This is an optimization exercise on Yosys and OpenROAD, whose aim is small area and a short achievable clock period, not a production implementation. In this exercise RTL edits were held to simulation tests only and were not proved equivalent to the original.

**design/flow/design.v**
```verilog
module CPU(clock,reset,MemData,MemOut,rd,wr,PC,IR,MBR,AC,MAR ,SR);
input clock;                    
input reset;                    
input signed [15:0]MemData;    
output reg signed [15:0]MemOut;       
output reg [10:0] PC,MAR;
output reg signed [15:0] IR,MBR,AC;     
output reg wr,rd;                      
output reg [3:0]SR;           
reg [2:0] state ;            
parameter Load = 4'b0001 , Store = 4'b0010 , Add = 4'b0011,Sub = 4'b0100 ,Mul = 4'b0101 , Div = 4'b0110 , Branch = 4'b0111 , BRZ = 4'b1000;
wire [16:0] sum  = {1'b0,AC} + {1'b0,MBR};
wire [16:0] diff = {1'b0,AC} - {1'b0,MBR};
wire signed [15:0] prod = AC * MBR;
wire signed [15:0] quot = (MBR == 16'sd0) ? 16'sd0 : AC / MBR;    
wire add_v = (AC[15] == MBR[15]) && (sum[15]  != AC[15]);
wire sub_v = (AC[15] != MBR[15]) && (diff[15] != AC[15]);
always@(posedge clock)begin
	if (reset) begin
PC <= 0; MAR <= 0; IR <= 0; MBR <= 0; AC <= 0; MemOut <= 0; SR <= 0;
rd <= 1 ; wr <= 0 ;
state <= 0;
	end
	else
	case (state)        
	0:begin           
rd <= 1 ; wr <= 0 ;      
MAR<=PC;              
state <= 1;           
  end 
1: begin           
rd <= 1 ;           
wr <= 0 ;
IR<= MemData ;      
PC<=PC+1;          
state <= 2;          
end 
2:begin 
if(IR[11] == 1)    
begin
MAR<=IR[10:0];      
end
state <= 3;          
end
3: begin 
state <= 4;
if(IR[11] == 1)     
		 begin
   case (IR[15:12])
	   Load : MBR <=MemData ;
	   Add  : MBR <= MemData;
	   Sub  : MBR <= MemData;
	   Mul  : MBR <= MemData;
	   Div  : MBR <= MemData;
	   Store: 
	   begin MBR <= AC;    
	   rd <= 0 ;
	   wr <= 1 ;
	   end   
	   Branch :         
	   begin
		 PC <= MAR;    
	   state <= 0;    
	   end
		 BRZ:
		 begin
		 if(SR[3] == 1'b1)    
		 begin
		  PC <= MAR;        
	   state <= 0;           
		 end
		 end
	   endcase 
	   end 
		 else      
		 begin
		  case (IR[15:12])
	   Load : MBR <=IR[10:0] ;
	   Add : MBR <=IR[10:0] ;
	   Sub : MBR <=IR[10:0] ;
	   Mul : MBR <=IR[10:0] ;
	   Div : MBR <=IR[10:0] ;
	   Store : begin MBR <= AC; rd <= 0 ; wr <= 1; end   
	   Branch :
		 begin
		 PC <= MAR;
	   state <= 0;
	   end
		 BRZ:
		 begin
		 if(SR[3] == 1'b1)
		 begin
		  PC <= MAR;
	   state <= 0;
		 end
		 end
	   endcase 
	   end  
		 end
 4:begin  
state <= 0;           
  if (IR[15:12]== 4'h1)begin
AC<=MBR;
SR<={MBR == 16'sd0, MBR[15], 2'b00};
end  
else if (IR[15:12]==4'h2)begin
MemOut<=MBR;
end
else if(IR[15:12]==4'h3)begin
AC<=sum[15:0];
SR<={sum[15:0] == 16'd0, sum[15], sum[16], add_v};
end     
else if(IR[15:12]==4'h4)begin
AC<=diff[15:0];
SR<={diff[15:0] == 16'd0, diff[15], diff[16], sub_v};
 end 
 else if(IR[15:12]==4'h5)begin
AC<= prod;
SR<={prod == 16'sd0, prod[15], 2'b00};
 end 
 else if(IR[15:12]==4'h6)begin
AC<=quot;
SR<={quot == 16'sd0, quot[15], 2'b00};
 end 
	end
	default: state <= 0;
	 endcase
	 end
	 endmodule
```
**design/flow/run.sh**
```bash
#!/bin/bash
# synth_recipe.tcl (not shown) runs the flow's synth.tcl, then flattens the netlist and writes it again
# the make line also repeats each setting of config.mk as NAME=value (left out here)
make -C /OpenROAD-flow-scripts/flow DESIGN_CONFIG=/design/flow/config.mk WORK_HOME=/design/flow/orfs CLKGATE_MAP_FILE= SYNTH_SCRIPT=/design/flow/synth_recipe.tcl finish
```
**design/flow/config.mk**
```make
export PLATFORM = sky130hd
export DESIGN_NAME = CPU
export DESIGN_NICKNAME = CPU
export VERILOG_FILES = /design/flow/design.v
export SDC_FILE = /design/flow/constraint.sdc
export NUM_CORES = 4
export LEC_CHECK = 0
export CAP_MARGIN = 20
export CORE_MARGIN = 2
export CORE_UTILIZATION = 40
export SLEW_MARGIN = 20
```
**design/flow/constraint.sdc**
```tcl
create_clock -name core_clock -period 32.0 [get_ports {clock}]
set_input_delay 6.4000 -clock core_clock [delete_from_list [all_inputs] [get_ports {clock}]]
set_output_delay 6.4000 -clock core_clock [all_outputs]
set_load 0.01 [all_outputs]
```
==> impl_metrics.env <==
export IMPL_status="no timing/DRC/antenna violations"
export IMPL_initial_core_util_pct=40.7
export IMPL_drive_gt1_share_pct=11.1
export IMPL_cts_max_path_buffers=2
export IMPL_slowest_delay_ns=0.67
export IMPL_wl_met2_mm=33.8
export IMPL_post_place_ws_ns=-0.937
export IMPL_die_w_microns=219
export IMPL_required_ns=32.28
export IMPL_hpwl_mm=55.5
export IMPL_drt_iter0_drc=1795
export IMPL_finalMaxSlewViolations=0
export IMPL_cp_end_kind="flip-flop"
export IMPL_first_pass_iters=6
export IMPL_dr_wl_met3_mm=4.61
export IMPL_slowest_stage="or4b_2"
export IMPL_grt_pass1_vias=19487
export IMPL_antenna_found_initial=1
export IMPL_synth_nets=2853
export IMPL_placed_area_sq_mm=0.0209
export IMPL_synth_area_sq_mm=0.0186
export IMPL_vias=19767
export IMPL_nFillCells=4598
export IMPL_final_hold_violation_count=0
export IMPL_layout_setup_ws_ns=1.51
export IMPL_multi_input_area_sq_mm=0.0157
export IMPL_ff2ff_path_depth=129
export IMPL_finalCriticalPeriod_ns=30.49
export IMPL_yosys_warnings=1
export IMPL_die_area_sq_mm=0.0481
export IMPL_crit_path_end="SR[3]"
export IMPL_track_usage_pct=29.7
export IMPL_rows=78
export IMPL_finalCritPeriodShare_pct=95.3
export IMPL_synth_area_per_cell_sq_um=7.36
export IMPL_routed_wl_mm=72.6
export IMPL_n_antenna_cell=0
export IMPL_crit_start="MBR[1]"
export IMPL_cts_tree="built"
export IMPL_synth_edf_count=0
export IMPL_synth_ff_latch_count=94
export IMPL_avgRoutedWirePerCell_microns=22.2
export IMPL_clock_sinks=94
export IMPL_setup_tns_ns=0
export IMPL_ioPinCount=110
export IMPL_grt_pass1_wl_mm=112
export IMPL_setup_viol=0
export IMPL_seq_area_sq_mm=0.00188
export IMPL_final_cell_area_sq_mm=0.0217
export IMPL_startpoint_type="flip-flop"
export IMPL_area_growth_pct=16.9
export IMPL_hold_slack_ns=0.459
export IMPL_clock_latency_ns=0.36
export IMPL_core_sq_mm=0.0456
export IMPL_viasPerCell=6.06
export IMPL_gp_congestion=0.988
export IMPL_synth_cell_types=91
export IMPL_tightest_slew_ns=1.07
export IMPL_r2r_start="MBR[1]"
export IMPL_critical_path_most_common_cell="ha_1"
export IMPL_synthCells=2521
export IMPL_final_common_cell="nand2_1"
export IMPL_r2r_slack_ns=1.51
export IMPL_die_h_microns=219
export IMPL_grt_ovfl_total=0
export IMPL_slew_headroom_pct=28.7
export IMPL_fin_nets=2991
export IMPL_most_common_layout_cells="291 x nand2_1, 232 x ha_1, 217 x nor2_1"
export IMPL_cts_buffers_inserted=9
export IMPL_clk_pin_slew_ns=0.08
export IMPL_drc=0
export IMPL_htreeDepth=3
export IMPL_drv_cap=0
export IMPL_top_layer="met4"
export IMPL_ys_seq_area_share_pct=10.1
export IMPL_ant_nets=0
export IMPL_criticalPathCategory="reg -> reg"
export IMPL_critPathMaxFanout=12
export IMPL_grt_max_degree=73
export IMPL_cts_root_buf="clkbuf_16"
export IMPL_async_flop_share_pct=0
export IMPL_r2r_end="SR[3]"
export IMPL_worstHoldPathType="reg -> reg"
export IMPL_wl_met1_mm=30.9
export IMPL_max_freq_mhz=32.8
export IMPL_portBuffers=109
export IMPL_skew_ns=0.0134
export IMPL_synth_ff_type="dfxtp_1"
export IMPL_worstPathArrival_ns=30.77
-- registers in the layout, indices dropped and copies added (netlist names) --
signal	flops
SR	4
AC	15
state	3
PC	11
rd	1
MBR	16
wr	1
IR	16
MAR	11
MemOut	16
-- final cells by class --
class / instances / area share (%)
tap: 600 / 3.46
clock buffer: 9 / 1.04
inverter: 195 / 3.40
timing repair buffer: 267 / 10.6
clock inverter: 7 / 0.335
sequential: 94 / 8.68
multi-input combinational: 2092 / 72.5
-- layer usage --
layer  vias to the layer above  GRT usage, %
met3                       223          3.85
met1                      9446          38.2
met2                       841          50.2
met5                         -             0
li1                       9257             -
met4                         0          11.5
-- Yosys cell counts (all sizes together), types with 12 or more instances --
library cell	instances	area share [%]
nand2	292	5.9
ha	233	16
nor2	223	4.5
inv	192	3.9
a21oi	190	5.1
clkbuf	128	2.6
xnor2	117	5.5
o21ai	105	2.8
dfxtp	94	10
fa	81	8.7
nor3	57	1.6
and2	56	1.9
a211oi	55	2.2
xor2	53	2.5
a21o	46	1.9
nand3	44	1.2
o21a	41	1.7
mux2	33	2.0
a31oi	32	1.1
nand2b	27	0.91
o211ai	27	1.1
mux2i	24	1.3
o31ai	23	0.93
or3	23	0.80
nor2b	22	0.74
nand4	20	0.75
o221ai	18	0.85
o22ai	18	0.61
nor4	17	0.57
and3	16	0.54
or2	16	0.54
buf	12	0.37
-- worst min-delay path by stage --
stage                           from          to  slack [ns]  cells after the start
after CTS                 MemOut[14]  MemOut[14]        0.46                      2
after floorplan                SR[0]       SR[0]        0.48                      2
final                      MemOut[6]   MemOut[6]        0.46                      2
after global placement     MemOut[2]   MemOut[2]        0.44                      2
after global routing      MemOut[14]  MemOut[14]        0.48                      2
after detailed placement  MemOut[14]  MemOut[14]        0.45                      2
-- metrics by stage --
step           util [%]  std cells
2_1_floorplan         -       2521
3_3_place_gp       45.9       3225
3_5_place_dp       45.9       3225
4_1_cts            46.6       3241
5_1_grt            47.6       3264
6_report           47.6       3264
-- logic make-up after synthesis --
family	synth area share, %
compound gates	24.8
xor+xnor	8.14
fa+ha+maj	24.4
buf+inv	6.90
flops	10.1
mux	3.32
simple gates	22.3
-- critical path, delay by kind of cell (launching register included) --
family,cells,cell delay (ns)
buffers and inverters,11,1.60
AOI/OAI and AO/OA,57,13.51
xor gates and xnor gates,2,0.35
and+or+nand+nor,38,7.82
DFF,1,0.34
muxes,4,1.41
adders and majority gates,17,5.39
-- timing repair --
item	CTS	global route
endpoints found under the hold margin	0	0
pin swaps	0	4
setup endpoints to repair	16	17
cloned	0	0
buffers inserted	0	23
resized for setup	8	69
hold buffers	0	0

-- re-timing with driven ports --
In the flow no input, the clock included, has a driving cell. The finished layout below was timed again as built, in two steps. Step 1: set_driving_cell puts a clkbuf_16 on clock and a buf_2 on each other input, an assumption about the parent block. Step 2, shift: input delay + t, output delay - t, t = (earliest + latest rising clock arrival at the registers) / 2. This alone moves slack from input paths to output paths. Slacks: ideal ports / drivers / drivers and shift; pairs: ideal ports / drivers.
t, ns: 0.396
slack for setup (ns): 1.507 / 1.507 / 1.507
hold slack, ns: 0.459 / 0.459 / 0.459
latest minus earliest clock arrival (ns): 0.018 / 0.018
worst data-port slew with drivers (ns): 0.05
After both steps setup and hold are still met in this run. The setup slack of this run moves by 0.000 ns with the drivers and by 0.000 ns with both steps.
